This design comes from an exercise in tuning for small area, a short achievable clock period and few clock cycles per item on the open sky130 flow, not from production work.
At most, simulation tests tie the RTL to the original design; equivalence was not proved.
For run 1, only the layout was checked, not whether the RTL still works.

==> flow/design.v (outline; a module is shown in full before it is edited, if it fits) <==
// module cordic_final: 1325 lines
// module cf_fa: 4 lines
// module cf_ha: 4 lines
module cordic_final (
    input  wire        clk,
    input  wire        rst_n,
    input  wire        start,
    input  wire [31:0] x_in,
    input  wire        func_select,
    output wire        busy,
    output reg         done,
    output wire [32:0] result
);
  // ...
==> flow/flow/run.sh <==
#!/bin/bash
set -euo pipefail
bash standard.sh SETUP_SLACK_MARGIN=8.2 finish > standard_flow.log 2>&1
==> flow/standard.sh <==
#!/bin/bash
# synth_recipe.tcl (not shown) runs the flow's synth.tcl, then flattens the netlist and writes it again
# the make line also repeats each setting of config.mk as NAME=value (left out here)
make -C /OpenROAD-flow-scripts/flow DESIGN_CONFIG=/design/flow/config.mk WORK_HOME=/design/flow/orfs CLKGATE_MAP_FILE= SYNTH_SCRIPT=/design/flow/synth_recipe.tcl "${@:-finish}"
==> flow/config.mk <==
export PLATFORM = sky130hd
export DESIGN_NAME = cordic_final
export DESIGN_NICKNAME = cordic_final
export VERILOG_FILES = /design/flow/design.v
export SDC_FILE = /design/flow/constraint.sdc
export NUM_CORES = 4
export LEC_CHECK = 0
export CAP_MARGIN = 20
export CORE_MARGIN = 2
export CORE_UTILIZATION = 40
export CTS_CLUSTER_DIAMETER = 80
export CTS_CLUSTER_SIZE = 28
export SLEW_MARGIN = 20
==> flow/constraint.sdc <==
create_clock -name core_clock -period 12.0 [get_ports {clk}]
set_input_delay 2.4000 -clock core_clock [delete_from_list [all_inputs] [get_ports {clk}]]
set_output_delay 2.4000 -clock core_clock [all_outputs]
set_load 0.01 [all_outputs]
==> impl_metrics.toml, run 1 <==
[status]
outcome = "complete, no violations"

[setup_path]
r2r_end = "dq[5]"
worst-path-buf-inv = 2
critical_path_required_ns = 9.60

[sta]
layout_setup_ws_ns = 8.272
rsz0062_at_grt = "false"
tns_ns = 0
hold_viol = 0
timing_worst_slew_pin_value_ns = 1.123
hold_slack_ns = 0.3287

[drt]
drtIter0Drc = 1475
wl_met1_mm = 40.30
wl_met3_mm = 3.232
drc = 0

[cells_and_area]
fin_cells = 5706
final_util = 0.4358
fill_cells = 10650
buffers = 65
buffer_area_frac = 0.01141
multi_input_area_um2 = 26860
postLayoutCellArea_um2 = 49030
drive_gt1_frac = 0.04901
inv_count = 200
multi_input_gates = 3000
multi_input_area_share = 0.5477

[global_routing]
use_met1 = 0.1967
grt_max_degree = 61
antenna_found_initial = 3

[min_path]
hold_depth = 0
hp-class = "reg2reg"

[cts]
cts_tree = "yes"
postCtsSetupBuffers = 3
cts_buffers = 46
clkTransAtPathRegs_ns = 0.10

[die]
taps = 1500
die_w_um = 340.8

[yosys]
synth_adder_area_share = 0.2484
synthTopCellsByCount = "dfxtp_1, xnor2_1, ha_1"
yosys.area_share.xor_xnor = 0.1347
synth_most_common_cell = "dfxtp_1"
ys_types = 79

[placed_design]
portBuffers = 53
==> run 2: changes to the inputs <==
--- a/flow/design.v
+++ b/flow/design.v
@@ -4,22 +4,25 @@
     input  wire        start,
     input  wire [31:0] x_in,
     input  wire        func_select,
     output wire        busy,
     output reg         done,
     output wire [32:0] result
 );
     assign busy = 1'b0;
-    reg [15:0] z0r;
-    always @(posedge clk) z0r <= func_select ? x_in[15:0] : {x_in[15], x_in[15:1]};
+    wire [15:0] z0i = func_select ? x_in[15:0] : {x_in[15], x_in[15:1]};
+    reg [14:0] v0r;
+    always @(posedge clk) v0r <= z0i[14:0] ^ {15{z0i[15]}};
+    reg [0:0] s0r;
+    always @(posedge clk) s0r <= z0i[15];
     reg [0:0] fsr;
     always @(posedge clk) fsr <= func_select;
-    wire zs = z0r[15];
-    wire [14:0] zv = z0r[14:0] ^ {15{zs}};
+    wire zs = s0r;
+    wire [14:0] zv = v0r;
     wire [15:1] tq;
     assign tq[1] = (zv >= 15'd1731);
     assign tq[2] = (zv >= 15'd2756);
     assign tq[3] = (zv >= 15'd3781);
     assign tq[4] = (zv >= 15'd4815);
     assign tq[5] = (zv >= 15'd5849);
     assign tq[6] = (zv >= 15'd6874);
     assign tq[7] = (zv >= 15'd7899);
@@ -42,132 +45,199 @@
     always @(posedge clk) sq <= zs;
     reg [14:0] vq;
     always @(posedge clk) vq <= zv;
     wire [16:0] t5 = (cq[3] ? (cq[2] ? (cq[1] ? (cq[0] ? 17'd114802 : 17'd116852) : (cq[0] ? 17'd116852 : 17'd118902)) : (cq[1] ? (cq[0] ? 17'd118920 : 17'd120970) : (cq[0] ? 17'd120970 : 17'd123020))) : (cq[2] ? (cq[1] ? (cq[0] ? 17'd123172 : 17'd125222) : (cq[0] ? 17'd125222 : 17'd127272)) : (cq[1] ? (cq[0] ? 17'd127290 : 17'd129340) : (cq[0] ? 17'd129340 : 17'd318))));
     wire [16:0] W = {2'b00, vq} + t5;
     wire wneg = W[16];
     wire wbig = ~W[16] & (|W[15:11]);
     wire [2:0] dl = (W[2] ? (W[1] ? 3'd6 : 3'd5) : (W[1] ? 3'd2 : 3'd1));
-    wire [10:0] dr = (wneg ? 11'd0 : wbig ? 11'h7ff : {W[10:3], dl}) ^ {11{sq}};   
+    wire [10:0] dr = {W[10:3], dl} ^ {11{sq}};   
+    wire sat = wneg | wbig;
+    wire st = wbig ^ sq;
     wire [4:0] d04 = {~sq, cq ^ {4{sq}}};
     wire [14:0] xt = (d04[4] ? (d04[3] ? (d04[2] ? (d04[1] ? (d04[0] ? 15'd26407 : 15'd24017) : (d04[0] ? 15'd24017 : 15'd22003)) : (d04[1] ? (d04[0] ? 15'd21989 : 15'd20323) : (d04[0] ? 15'd20323 : 15'd18977))) : (d04[2] ? (d04[1] ? (d04[0] ? 15'd18887 : 15'd17859) : (d04[0] ? 15'd17859 : 15'd17111)) : (d04[1] ? (d04[0] ? 15'd17105 : 15'd16627) : (d04[0] ? 15'd16628 : 15'd16412)))) : (d04[3] ? (d04[2] ? (d04[1] ? (d04[0] ? 15'd16409 : 15'd16627) : (d04[0] ? 15'd16626 : 15'd17106)) : (d04[1] ? (d04[0] ? 15'd17110 : 15'd17860) : (d04[0] ? 15'd17860 : 15'd18890))) : (d04[2] ? (d04[1] ? (d04[0] ? 15'd18974 : 15'd20322) : (d04[0] ? 15'd20322 : 15'd21990)) : (d04[1] ? (d04[0] ? 15'd22002 : 15'd24018) : (d04[0] ? 15'd24018 : 15'd26410)))));
     wire [15:0] yt = (d04[4] ? (d04[3] ? (d04[2] ? (d04[1] ? (d04[0] ? 16'd20701 : 16'd17551) : (d04[0] ? 16'd17552 : 16'd14676)) : (d04[1] ? (d04[0] ? 16'd14653 : 16'd12009) : (d04[0] ? 16'd12009 : 16'd9553))) : (d04[2] ? (d04[1] ? (d04[0] ? 16'd9377 : 16'd7081) : (d04[0] ? 16'd7081 : 16'd4897)) : (d04[1] ? (d04[0] ? 16'd4880 : 16'd2772) : (d04[0] ? 16'd2772 : 16'd708)))) : (d04[3] ? (d04[2] ? (d04[1] ? (d04[0] ? 16'd64828 : 16'd62764) : (d04[0] ? 16'd62764 : 16'd60656)) : (d04[1] ? (d04[0] ? 16'd60639 : 16'd58455) : (d04[0] ? 16'd58455 : 16'd56159))) : (d04[2] ? (d04[1] ? (d04[0] ? 16'd55983 : 16'd53527) : (d04[0] ? 16'd53527 : 16'd50883)) : (d04[1] ? (d04[0] ? 16'd50861 : 16'd47985) : (d04[0] ? 16'd47984 : 16'd44834)))));
     reg [10:0] dq;
     always @(posedge clk) dq <= dr;
+    reg [0:0] satq;
+    always @(posedge clk) satq <= sat;
+    reg [0:0] stq;
+    always @(posedge clk) stq <= st;
     reg [14:0] xq;
     always @(posedge clk) xq <= xt;
     reg [15:0] yq;
     always @(posedge clk) yq <= yt;
+    wire d5s3 = satq ? stq : dq[10];
     wire [15:0] ysh5 = {{5{yq[15]}}, yq[15:5]};
     wire [15:0] xsh5 = {6'd0, xq[14:5]};
-    wire [15:0] yh5 = yq ^ {16{~dq[10]}};
+    wire [15:0] yh5 = yq ^ {16{~d5s3}};
     wire [15:0] yhs5 = {{5{yh5[15]}}, yh5[15:5]};
-    wire [15:0] xn6 = {1'b0, xq} + yhs5 + {15'd0, ~dq[10]};
-    wire [15:0] yn6p = yq + (xsh5 ^ {16{~dq[10]}}) + {15'd0, ~dq[10]};
-    wire [15:0] yn6 = yn6p ^ {16{~dq[9]}};
+    wire [15:0] xn6 = {1'b0, xq} + yhs5 + {15'd0, ~d5s3};
+    wire [15:0] yn6p = yq + (xsh5 ^ {16{~d5s3}}) + {15'd0, ~d5s3};
+    wire d6s3 = satq ? stq : dq[9];
+    wire [15:0] yn6 = yn6p ^ {16{~d6s3}};
     reg [14:0] xs6;
     always @(posedge clk) xs6 <= xn6[14:0];
     reg [15:0] ys6;
     always @(posedge clk) ys6 <= yn6;
     reg [10:0] dq_p4;
     always @(posedge clk) dq_p4 <= dq;
+    reg [0:0] satq_p4;
+    always @(posedge clk) satq_p4 <= satq;
+    reg [0:0] stq_p4;
+    always @(posedge clk) stq_p4 <= stq;
+    wire d6s4 = satq_p4 ? stq_p4 : dq_p4[9];
     wire [15:0] ysh6 = {{6{ys6[15]}}, ys6[15:6]};
     wire [15:0] xsh6 = {7'd0, xs6[14:6]};
-    wire [15:0] xn7 = {1'b0, xs6} + ysh6 + {15'd0, ~dq_p4[9]};
-    wire [15:0] yn7 = (ys6 + xsh6) ^ {16{dq_p4[9] ^ dq_p4[8]}};
+    wire [15:0] xn7 = {1'b0, xs6} + ysh6 + {15'd0, ~d6s4};
+    wire d7s4 = satq_p4 ? stq_p4 : dq_p4[8];
+    wire [15:0] yn7 = (ys6 + xsh6) ^ {16{d6s4 ^ d7s4}};
     reg [14:0] xs7;
     always @(posedge clk) xs7 <= xn7[14:0];
     reg [15:0] ys7;
     always @(posedge clk) ys7 <= yn7;
     reg [10:0] dq_p5;
     always @(posedge clk) dq_p5 <= dq_p4;
+    reg [0:0] satq_p5;
+    always @(posedge clk) satq_p5 <= satq_p4;
+    reg [0:0] stq_p5;
+    always @(posedge clk) stq_p5 <= stq_p4;
+    wire d7s5 = satq_p5 ? stq_p5 : dq_p5[8];
     wire [15:0] ysh7 = {{7{ys7[15]}}, ys7[15:7]};
     wire [15:0] xsh7 = {8'd0, xs7[14:7]};
-    wire [15:0] xn8 = {1'b0, xs7} + ysh7 + {15'd0, ~dq_p5[8]};
-    wire [15:0] yn8 = (ys7 + xsh7) ^ {16{dq_p5[8] ^ dq_p5[7]}};
+    wire [15:0] xn8 = {1'b0, xs7} + ysh7 + {15'd0, ~d7s5};
+    wire d8s5 = satq_p5 ? stq_p5 : dq_p5[7];
+    wire [15:0] yn8 = (ys7 + xsh7) ^ {16{d7s5 ^ d8s5}};
     reg [14:0] xs8;
     always @(posedge clk) xs8 <= xn8[14:0];
     reg [15:0] ys8;
     always @(posedge clk) ys8 <= yn8;
     reg [10:0] dq_p6;
     always @(posedge clk) dq_p6 <= dq_p5;
+    reg [0:0] satq_p6;
+    always @(posedge clk) satq_p6 <= satq_p5;
+    reg [0:0] stq_p6;
+    always @(posedge clk) stq_p6 <= stq_p5;
+    wire d8s6 = satq_p6 ? stq_p6 : dq_p6[7];
     wire [15:0] ysh8 = {{8{ys8[15]}}, ys8[15:8]};
     wire [15:0] xsh8 = {9'd0, xs8[14:8]};
-    wire [15:0] xn9 = {1'b0, xs8} + ysh8 + {15'd0, ~dq_p6[7]};
-    wire [15:0] yn9 = (ys8 + xsh8) ^ {16{dq_p6[7] ^ dq_p6[6]}};
+    wire [15:0] xn9 = {1'b0, xs8} + ysh8 + {15'd0, ~d8s6};
+    wire d9s6 = satq_p6 ? stq_p6 : dq_p6[6];
+    wire [15:0] yn9 = (ys8 + xsh8) ^ {16{d8s6 ^ d9s6}};
     reg [14:0] xs9;
     always @(posedge clk) xs9 <= xn9[14:0];
     reg [15:0] ys9;
     always @(posedge clk) ys9 <= yn9;
     reg [10:0] dq_p7;
     always @(posedge clk) dq_p7 <= dq_p6;
+    reg [0:0] satq_p7;
+    always @(posedge clk) satq_p7 <= satq_p6;
+    reg [0:0] stq_p7;
+    always @(posedge clk) stq_p7 <= stq_p6;
+    wire d9s7 = satq_p7 ? stq_p7 : dq_p7[6];
     wire [15:0] ysh9 = {{9{ys9[15]}}, ys9[15:9]};
     wire [15:0] xsh9 = {10'd0, xs9[14:9]};
-    wire [15:0] xn10 = {1'b0, xs9} + ysh9 + {15'd0, ~dq_p7[6]};
-    wire [15:0] yn10 = (ys9 + xsh9) ^ {16{dq_p7[6] ^ dq_p7[5]}};
+    wire [15:0] xn10 = {1'b0, xs9} + ysh9 + {15'd0, ~d9s7};
+    wire d10s7 = satq_p7 ? stq_p7 : dq_p7[5];
+    wire [15:0] yn10 = (ys9 + xsh9) ^ {16{d9s7 ^ d10s7}};
     reg [14:0] xs10;
     always @(posedge clk) xs10 <= xn10[14:0];
     reg [15:0] ys10;
     always @(posedge clk) ys10 <= yn10;
     reg [10:0] dq_p8;
     always @(posedge clk) dq_p8 <= dq_p7;
+    reg [0:0] satq_p8;
+    always @(posedge clk) satq_p8 <= satq_p7;
+    reg [0:0] stq_p8;
+    always @(posedge clk) stq_p8 <= stq_p7;
+    wire d10s8 = satq_p8 ? stq_p8 : dq_p8[5];
     wire [15:0] ysh10 = {{10{ys10[15]}}, ys10[15:10]};
     wire [15:0] xsh10 = {11'd0, xs10[14:10]};
-    wire [15:0] xn11 = {1'b0, xs10} + ysh10 + {15'd0, ~dq_p8[5]};
-    wire [15:0] yn11 = (ys10 + xsh10) ^ {16{dq_p8[5] ^ dq_p8[4]}};
+    wire [15:0] xn11 = {1'b0, xs10} + ysh10 + {15'd0, ~d10s8};
+    wire d11s8 = satq_p8 ? stq_p8 : dq_p8[4];
+    wire [15:0] yn11 = (ys10 + xsh10) ^ {16{d10s8 ^ d11s8}};
     reg [14:0] xs11;
     always @(posedge clk) xs11 <= xn11[14:0];
     reg [15:0] ys11;
     always @(posedge clk) ys11 <= yn11;
     reg [10:0] dq_p9;
     always @(posedge clk) dq_p9 <= dq_p8;
+    reg [0:0] satq_p9;
+    always @(posedge clk) satq_p9 <= satq_p8;
+    reg [0:0] stq_p9;
+    always @(posedge clk) stq_p9 <= stq_p8;
+    wire d11s9 = satq_p9 ? stq_p9 : dq_p9[4];
     wire [15:0] ysh11 = {{11{ys11[15]}}, ys11[15:11]};
     wire [15:0] xsh11 = {12'd0, xs11[14:11]};
-    wire [15:0] xn12 = {1'b0, xs11} + ysh11 + {15'd0, ~dq_p9[4]};
-    wire [15:0] yn12 = (ys11 + xsh11) ^ {16{dq_p9[4] ^ dq_p9[3]}};
+    wire [15:0] xn12 = {1'b0, xs11} + ysh11 + {15'd0, ~d11s9};
+    wire d12s9 = satq_p9 ? stq_p9 : dq_p9[3];
+    wire [15:0] yn12 = (ys11 + xsh11) ^ {16{d11s9 ^ d12s9}};
     reg [14:0] xs12;
     always @(posedge clk) xs12 <= xn12[14:0];
     reg [15:0] ys12;
     always @(posedge clk) ys12 <= yn12;
     reg [10:0] dq_p10;
     always @(posedge clk) dq_p10 <= dq_p9;
+    reg [0:0] satq_p10;
+    always @(posedge clk) satq_p10 <= satq_p9;
+    reg [0:0] stq_p10;
+    always @(posedge clk) stq_p10 <= stq_p9;
+    wire d12s10 = satq_p10 ? stq_p10 : dq_p10[3];
     wire [15:0] ysh12 = {{12{ys12[15]}}, ys12[15:12]};
     wire [15:0] xsh12 = {13'd0, xs12[14:12]};
-    wire [15:0] xn13 = {1'b0, xs12} + ysh12 + {15'd0, ~dq_p10[3]};
-    wire [15:0] yn13 = (ys12 + xsh12) ^ {16{dq_p10[3] ^ dq_p10[2]}};
+    wire [15:0] xn13 = {1'b0, xs12} + ysh12 + {15'd0, ~d12s10};
+    wire d13s10 = satq_p10 ? stq_p10 : dq_p10[2];
+    wire [15:0] yn13 = (ys12 + xsh12) ^ {16{d12s10 ^ d13s10}};
     reg [14:0] xs13;
     always @(posedge clk) xs13 <= xn13[14:0];
     reg [15:0] ys13;
     always @(posedge clk) ys13 <= yn13;
     reg [10:0] dq_p11;
     always @(posedge clk) dq_p11 <= dq_p10;
+    reg [0:0] satq_p11;
+    always @(posedge clk) satq_p11 <= satq_p10;
+    reg [0:0] stq_p11;
+    always @(posedge clk) stq_p11 <= stq_p10;
+    wire d13s11 = satq_p11 ? stq_p11 : dq_p11[2];
     wire [15:0] ysh13 = {{13{ys13[15]}}, ys13[15:13]};
     wire [15:0] xsh13 = {14'd0, xs13[14:13]};
-    wire [15:0] xn14 = {1'b0, xs13} + ysh13 + {15'd0, ~dq_p11[2]};
-    wire [15:0] yn14 = (ys13 + xsh13) ^ {16{dq_p11[2] ^ dq_p11[1]}};
+    wire [15:0] xn14 = {1'b0, xs13} + ysh13 + {15'd0, ~d13s11};
+    wire d14s11 = satq_p11 ? stq_p11 : dq_p11[1];
+    wire [15:0] yn14 = (ys13 + xsh13) ^ {16{d13s11 ^ d14s11}};
     reg [14:0] xs14;
     always @(posedge clk) xs14 <= xn14[14:0];
     reg [15:0] ys14;
     always @(posedge clk) ys14 <= yn14;
     reg [10:0] dq_p12;
     always @(posedge clk) dq_p12 <= dq_p11;
+    reg [0:0] satq_p12;
+    always @(posedge clk) satq_p12 <= satq_p11;
+    reg [0:0] stq_p12;
+    always @(posedge clk) stq_p12 <= stq_p11;
+    wire d14s12 = satq_p12 ? stq_p12 : dq_p12[1];
     wire [15:0] ysh14 = {{13{ys14[15]}}, ys14[15:13]};
     wire [15:0] xsh14 = {14'd0, xs14[14:13]};
-    wire [15:0] xn15 = {1'b0, xs14} + ysh14 + {15'd0, ~dq_p12[1]};
-    wire [15:0] yn15 = (ys14 + xsh14) ^ {16{dq_p12[1] ^ dq_p12[0]}};
+    wire [15:0] xn15 = {1'b0, xs14} + ysh14 + {15'd0, ~d14s12};
+    wire d15s12 = satq_p12 ? stq_p12 : dq_p12[0];
+    wire [15:0] yn15 = (ys14 + xsh14) ^ {16{d14s12 ^ d15s12}};
     reg [14:0] xs15;
     always @(posedge clk) xs15 <= xn15[14:0];
     reg [15:0] ys15;
     always @(posedge clk) ys15 <= yn15;
     reg [10:0] dq_p13;
     always @(posedge clk) dq_p13 <= dq_p12;
+    reg [0:0] satq_p13;
+    always @(posedge clk) satq_p13 <= satq_p12;
+    reg [0:0] stq_p13;
+    always @(posedge clk) stq_p13 <= stq_p12;
+    wire d15s13 = satq_p13 ? stq_p13 : dq_p13[0];
     wire [15:0] ysh15 = {{14{ys15[15]}}, ys15[15:14]};
     wire [15:0] xsh15 = {15'd0, xs15[14:14]};
-    wire [15:0] yn16 = (ys15 + xsh15) ^ {16{~dq_p13[0]}};
+    wire [15:0] yn16 = (ys15 + xsh15) ^ {16{~d15s13}};
     reg [15:0] ys16;
     always @(posedge clk) ys16 <= yn16;
     wire sq_1 = zv[0] & zv[1];
     wire sq_2 = zv[0] & zv[2];
     wire sq_3 = zv[0] & zv[3];
     wire sq_4 = zv[0] & zv[4];
     wire sq_5 = zv[0] & zv[5];
     wire sq_6 = zv[0] & zv[6];
@@ -1311,17 +1381,21 @@
     reg [29:0] mrb;
     always @(posedge clk) mrb <= {mu_284, mu_283s, mu_281, mu_280s, mu_278, mu_277s, mu_276s, mu_275s, mu_274s, mu_273s, mu_272s, mu_271s, mu_270s, mu_269s, mu_268s, mu_267s, mu_266s, mu_265s, mu_264s, mu_263s, mu_262s, mu_261s, mu_260s, mu_259s, mu_258s, mu_257s, mu_255, bneg[1], 1'b0, bneg[0]};
     reg [0:0] fsr_p15;
     always @(posedge clk) fsr_p15 <= fsr_p14;
     wire [29:0] fp = mra + mrb;
     wire [14:0] rr = fsr_p15 ? fp[28:14] : fp[29:15];
     reg [14:0] res;
     always @(posedge clk) res <= rr;
-    assign result = {{18{res[14]}}, res};
+    reg [0:0] rsa;
+    always @(posedge clk) rsa <= fsr_p15 & fp[28];
+    reg [0:0] rsb;
+    always @(posedge clk) rsb <= fsr_p15 & fp[29];
+    assign result = {{6{rsb}}, {6{rsa}}, {7{res[14]}}, res[13:0]};
     reg [14:0] vld;
     always @(posedge clk or negedge rst_n) begin
         if (!rst_n) begin vld <= 0; done <= 1'b0; end
         else begin vld <= {vld[13:0], start}; done <= vld[14]; end
     end
 endmodule
 (* keep_hierarchy = "yes", use_dsp = "yes" *)
 module cf_fa (input wire a, input wire b, input wire c, output wire s, output wire co);
==> flow/flow/run.sh (replaced) <==
#!/bin/bash
set -euo pipefail
bash standard.sh SETUP_SLACK_MARGIN=8.7 finish > standard_flow.log 2>&1
==> impl_metrics.toml, run 2 <==
[status]
outcome = "complete, no violations"

[sta]
rsz0062_at_grt = "true"
hold_viol = 0
tns_ns = 0
fin_crit_ns = 3.564
fmaxAchievable_ghz = 0.2806
finClkSkew_ns = 0.03087
fin_crit_sh = 0.2970
setup_viol = 0
timing_worst_slew_pin_value_ns = 1.042
final_max_slew_viol_count = 0
layout_setup_ws_ns = 8.436
relSlewSlack = 0.3046

[die]
die_h_um = 343.2
die_area_um2 = 117800
die_w_um = 343.2
rows = 124
core_region_area_um2 = 114200
start_util = 0.4029
io_pins = 71

[drt]
wl_met1_mm = 37.72
wl_per_cell_um = 14.37
drc = 0
first_pass_iters = 5
drtIter0Drc = 1259
totalWireLength_mm = 83.26
met2_length_mm = 40.66
wl_met3_mm = 3.014
top_layer = "met4"
viasPerCell = 4.880
via_count = 28270
postRouteAntennaNets = 0

[min_path]
hp-start = "cf_p9[9]"
hp-class = "reg2reg"
hold_depth = 0

[cells_and_area]
final_cell_mix = "dfxtp_1, xnor2_1, ha_1, fa_1, xor2_1"
fin_nets = 4975
reg_top3 = "cma: 35 flops, cmb: 34 flops, Sr: 31 flops"
mostFrequentLayoutCell = "dfxtp_1"
fill_cells = 10770
multi_input_area_um2 = 27130
antenna_cells = 0
regMostFlops = "cma"
regArea_um2 = 17920
largest_reg_flops = 35
drive_gt1_frac = 0.07779
area_growth_pct = 9.860

[setup_path]
cp-startpoint = "rsb"
r2r-start = "satq"
cp_top_family = "flip-flops"
crit_arrival_ns = 1.16
path_depth = 1
slowest_delay_ns = 0.39
worstSetupPathType = "reg2out"
worst-path-buf-inv = 1
crit_slowest_cell = "dfxtp_4"
path_max_fanout = 6
ff2ff_path_depth = 13
critical_path_required_ns = 9.60
path_cells = "buf_2"
worst_setup_path_start_kind = "flip-flop"
worstSetupEndpointType = "primary output"

[yosys]
synth_area_per_cell_um2 = 10.90
synth_most_common_cell = "dfxtp_1"
synth-seq-cells = 887
synthTopCellsByCount = "dfxtp_1, xnor2_1, ha_1"
synthTopCellsByArea = "dfxtp_1, fa_1, ha_1, xnor2_1, xor2_1"
syn-cell-area_um2 = 46010
syn_inst = 4222
synth_top_flop_cell = "dfxtp_1"
synth_top_cell_by_area = "dfxtp_1"
ys_types = 81
synth-edff-count = 0
synth.net_count = 4950
synth_top_cell_area_share = 0.3790
async_reset_ff_frac = 0.01804
ys_warn_count = 1
ys_seq_area_frac = 0.3877

[cts]
clk_path_buf_depth = 3
clkTransAtPathRegs_ns = 0.10
cts_buffers = 50
cts_tree = "yes"
cts_sinks = 887
clock_latency_ns = 0.67
htreeDepth = 2
cts-root-buf = "clkbuf_16"

[global_routing]
grt_pass1_wl_mm = 139.2
first_global_vias = 28390
antenna_found_initial = 0
grt-ovfl-total = 0
grt_usage = 0.1417
grt_max_degree = 64

[flow_run]
cap_violations = 0

[placed_design]
portBuffers = 53
gp_congestion = 0.8162
hpwl_mm = 61.59
dp_slack_ns = 7.394
[run 2: cell count changes in the layout (fill, tap and decap cells not counted), sizes merged, moves of 24 or more]
| cell | delta |
|---|---|
| nor2 | -84 |
| nand2 | -28 |
| a21o | +25 |
| dfxtp | +24 |
| buf | +77 |
| o211ai | +24 |
| and2 | +124 |
| mux2i | +28 |
[run 2: cells by family after synthesis]
kind of cell	after synthesis	share of synthesized area
AO/OA/AOI/OAI	784	0.1154
XOR/XNOR	703	0.1338
adder cells (fa/ha/maj)	692	0.2406
buffers and inverters	336	0.02896
flip-flops	887	0.3877
multiplexers	38	0.008403
other	1	0.00008150
AND/OR/NAND/NOR	781	0.08514
[run 2: layer usage]
metal,vias to the layer above,track usage
met1,13360,0.1762
li1,14380,-
met5,-,0
met4,0,0.03857
met2,406,0.2537
met3,124,0.02211
[run 2: stage by stage]
stage	hold slack (ns)	area (um^2)	instances	utilization
after floorplan	0.3096	46080	4222	-
after global placement	0.3097	47990	5656	0.4202
after detailed placement	0.3121	47990	5656	0.4202
after CTS	0.3292	50130	5772	0.4390
after global routing	0.3293	50550	5793	0.4427
final	0.3269	50550	5793	0.4427
[run 2: per-module statistics from Yosys (local to each module, per instance)]
module        flops+latches  cells inside  copies in the design
cf_fa                     0             1                   293
cordic_final            887          3929                     1
[run 2: timing repair]
action,in CTS,in global routing
resized for setup,194,85
cloned,3,0
hold endpoints to repair,0,0
hold buffers,0,0
pin swaps,10,37
buffers inserted,27,21
endpoints found under the setup margin,83,96
[run 2: area by class of cell]
cell class / instances / area share
clock buffer: 55 / 0.02639
clock inverter: 31 / 0.009827
inverter: 184 / 0.01384
multi-input combinational: 3000 / 0.5367
sequential: 887 / 0.3545
tap: 1512 / 0.03743
timing repair buffer: 124 / 0.02134
[run 2: final timing paths]
path	to	slack, ns
max in group asynchronous	vld[3]	9.41
setup / recovery	result[28]	8.44
hold reg to reg	cf_p10[9]	0.33
min in group asynchronous	vld[14]	2.16
setup reg to reg	ys6[15]	8.58
hold / removal	cf_p10[9]	0.33
Testbench counts of run 2, summed over its fixed seeds: cycles 2,176, items 2,048.
==> run 3: changes to the inputs <==
==> flow/flow/run.sh (replaced) <==
#!/bin/bash
set -euo pipefail
bash standard.sh SETUP_SLACK_MARGIN=8.5 finish > standard_flow.log 2>&1
==> impl_metrics.toml, run 3 <==
[status]
outcome = "complete, no violations"

[cts]
cts_sinks = 887
clk_path_buf_depth = 3
clock_latency_ns = 0.66
clkTransAtPathRegs_ns = 0.10
htreeDepth = 2
cts_tree = "yes"
cts-root-buf = "clkbuf_16"
cts_buffers = 48

[drt]
drtIter0Drc = 1349
wl_per_cell_um = 14.19
via_count = 27970
drc = 0
totalWireLength_mm = 81.75
first_pass_iters = 5
viasPerCell = 4.854
postRouteAntennaNets = 0

[cells_and_area]
mostFrequentLayoutCell = "dfxtp_1"
largest_reg_flops = 35
area_growth_pct = 8.721
reg_top3 = "cma: 35 flops, cmb: 34 flops, Sr: 31 flops"
fin_cells = 5761
drive_gt1_frac = 0.05625
final_cell_mix = "dfxtp_1, xnor2_1, ha_1, fa_1, a21oi_1"
regMostFlops = "cma"
fin_nets = 4946
antenna_cells = 0

[yosys]
synth.net_count = 4950
ys_seq_area_frac = 0.3877
synth_top_flop_cell = "dfxtp_1"
synthTopCellsByCount = "dfxtp_1, xnor2_1, ha_1"
syn-cell-area_um2 = 46010
synthTopCellsByArea = "dfxtp_1, fa_1, ha_1, xnor2_1, xor2_1"
synth_area_per_cell_um2 = 10.90
ys_warn_count = 1
synth_top_cell_by_area = "dfxtp_1"
synth-edff-count = 0
synth-seq-cells = 887
synth_most_common_cell = "dfxtp_1"
ys_types = 81
synth_top_cell_area_share = 0.3790
syn_inst = 4222
async_reset_ff_frac = 0.01804

[setup_path]
cp_top_family = "flip-flops"
worstSetupPathType = "reg2out"
ff2ff_path_depth = 14
path_max_fanout = 6
crit_arrival_ns = 1.14
worst_setup_path_start_kind = "flip-flop"
r2r_end = "stq"
worstSetupEndpointType = "primary output"
crit_slowest_cell = "dfxtp_4"
worst-path-buf-inv = 1
cp-startpoint = "rsa"
critical_path_required_ns = 9.60
path_cells = "buf_2"
reg2reg_slack_ns = 8.58
slowest_delay_ns = 0.38
r2r-start = "cq[1]"

[min_path]
holdPathEnd = "fsr_p7"
hp-start = "fsr_p6"
hold_depth = 0
hp-class = "reg2reg"

[die]
io_pins = 71
rows = 124
start_util = 0.4029
die_h_um = 343.2
die_w_um = 343.2
die_area_um2 = 117800
core_region_area_um2 = 114200

[sta]
fin_crit_ns = 3.545
rsz0062_at_grt = "true"
relSlewSlack = 0.3248
tns_ns = 0
fin_crit_sh = 0.2954
hold_slack_ns = 0.3265
finClkSkew_ns = 0.03036
hold_viol = 0
timing_worst_slew_pin_value_ns = 1.011
setup_viol = 0
fmaxAchievable_ghz = 0.2821
final_max_slew_viol_count = 0

[global_routing]
grt_max_degree = 64
antenna_found_initial = 0
grt_pass1_wl_mm = 139.4
first_global_vias = 28460
grt-ovfl-total = 0
grt_usage = 0.1413

[flow_run]
cap_violations = 0

[placed_design]
hpwl_mm = 61.27
gp_congestion = 0.8271
portBuffers = 53
dp_cells = 5661
run 3: cell counts after synthesis:
Identical to the previous run, type by type.
run 3: final cells by class:
type	count	area, um^2
multi-input combinational	2999	26980
clock inverter	30	416.7
timing repair buffer	98	903.4
inverter	184	706.9
tap	1512	1892
sequential	887	17870
clock buffer	51	1254
fill	10850	64170
run 3: per-stage QoR:
stage	util	cell area [um^2]	setup WS, ns
3_5_place_dp	0.4203	48000	7.231
6_report	0.4381	50020	8.455
4_1_cts	0.4365	49840	8.383
3_3_place_gp	0.4203	48000	7.313
5_1_grt	0.4381	50020	8.383
2_1_floorplan	-	46020	8.505
run 3: how the worst max path moves through the flow:
stage,to,depth (start not counted)
after CTS,result[31],1
after global routing,done,1
after global placement,stq,16
final,result[22],1
after floorplan,ys6[15],13
after detailed placement,stq,16
run 3: cells by family after synthesis:
family,Yosys count,share of synthesized area
flops,887,0.3877
simple gates,781,0.08514
compound gates,784,0.1154
other cells,1,0.00008150
fa+ha+maj,692,0.2406
buf+inv,336,0.02896
mux,38,0.008403
xor+xnor,703,0.1338
run 3: timing repair:
| action | 4_1_cts | 5_1_grt |
|---|---|---|
| setup buffers | 8 | 6 |
| endpoints found under the setup margin | 40 | 48 |
| gates resized for setup | 176 | 31 |
| endpoints found under the hold margin | 0 | 0 |
| gates cloned | 5 | 0 |
| hold buffers | 0 | 0 |
| pin swaps | 4 | 7 |
run 3: Yosys stat by module, one instance, submodules excluded:
| module | flops+latches | copies in the design |
|---|---|---|
| cf_fa | 0 | 293 |
| cordic_final | 887 | 1 |
run 3: metal layers:
metal  global-route usage  up-vias  routed length (um)
met4              0.04512        0                2030
met2               0.2525      402               39910
met1               0.1744    13120               36860
li1                     -    14320                   -
met3              0.02056      130                2949
met5                    0        -                   0

## re-timing with driven ports
Ports are ideal in the flow. The routed layouts listed here were re-timed in OpenROAD. Step 1 sets driving cells, clkbuf_16 on the clock port and buf_2 on the other inputs (assumed; they add their load-dependent delay and slew). Step 2, shift: input delay + t, output delay - t, t = (earliest + latest rising clock arrival at the registers) / 2. This alone moves slack from input paths to output paths. Three values: ideal ports, drivers, drivers and shift; two values: the first two.
run	t (ns)	slack for setup (ns)	clock arrival spread, ns
run 1	0.690	8.272 / 8.208 / 8.186	0.031 / 0.031
run 2	0.720	8.436 / 8.367 / 8.149	0.031 / 0.032
run 3	0.703	8.455 / 8.391 / 8.060	0.048 / 0.048
After both steps every run listed still meets setup and hold. The setup slack of run 3, which loses most, moves by -0.064 ns with the drivers and by -0.395 ns with both steps.
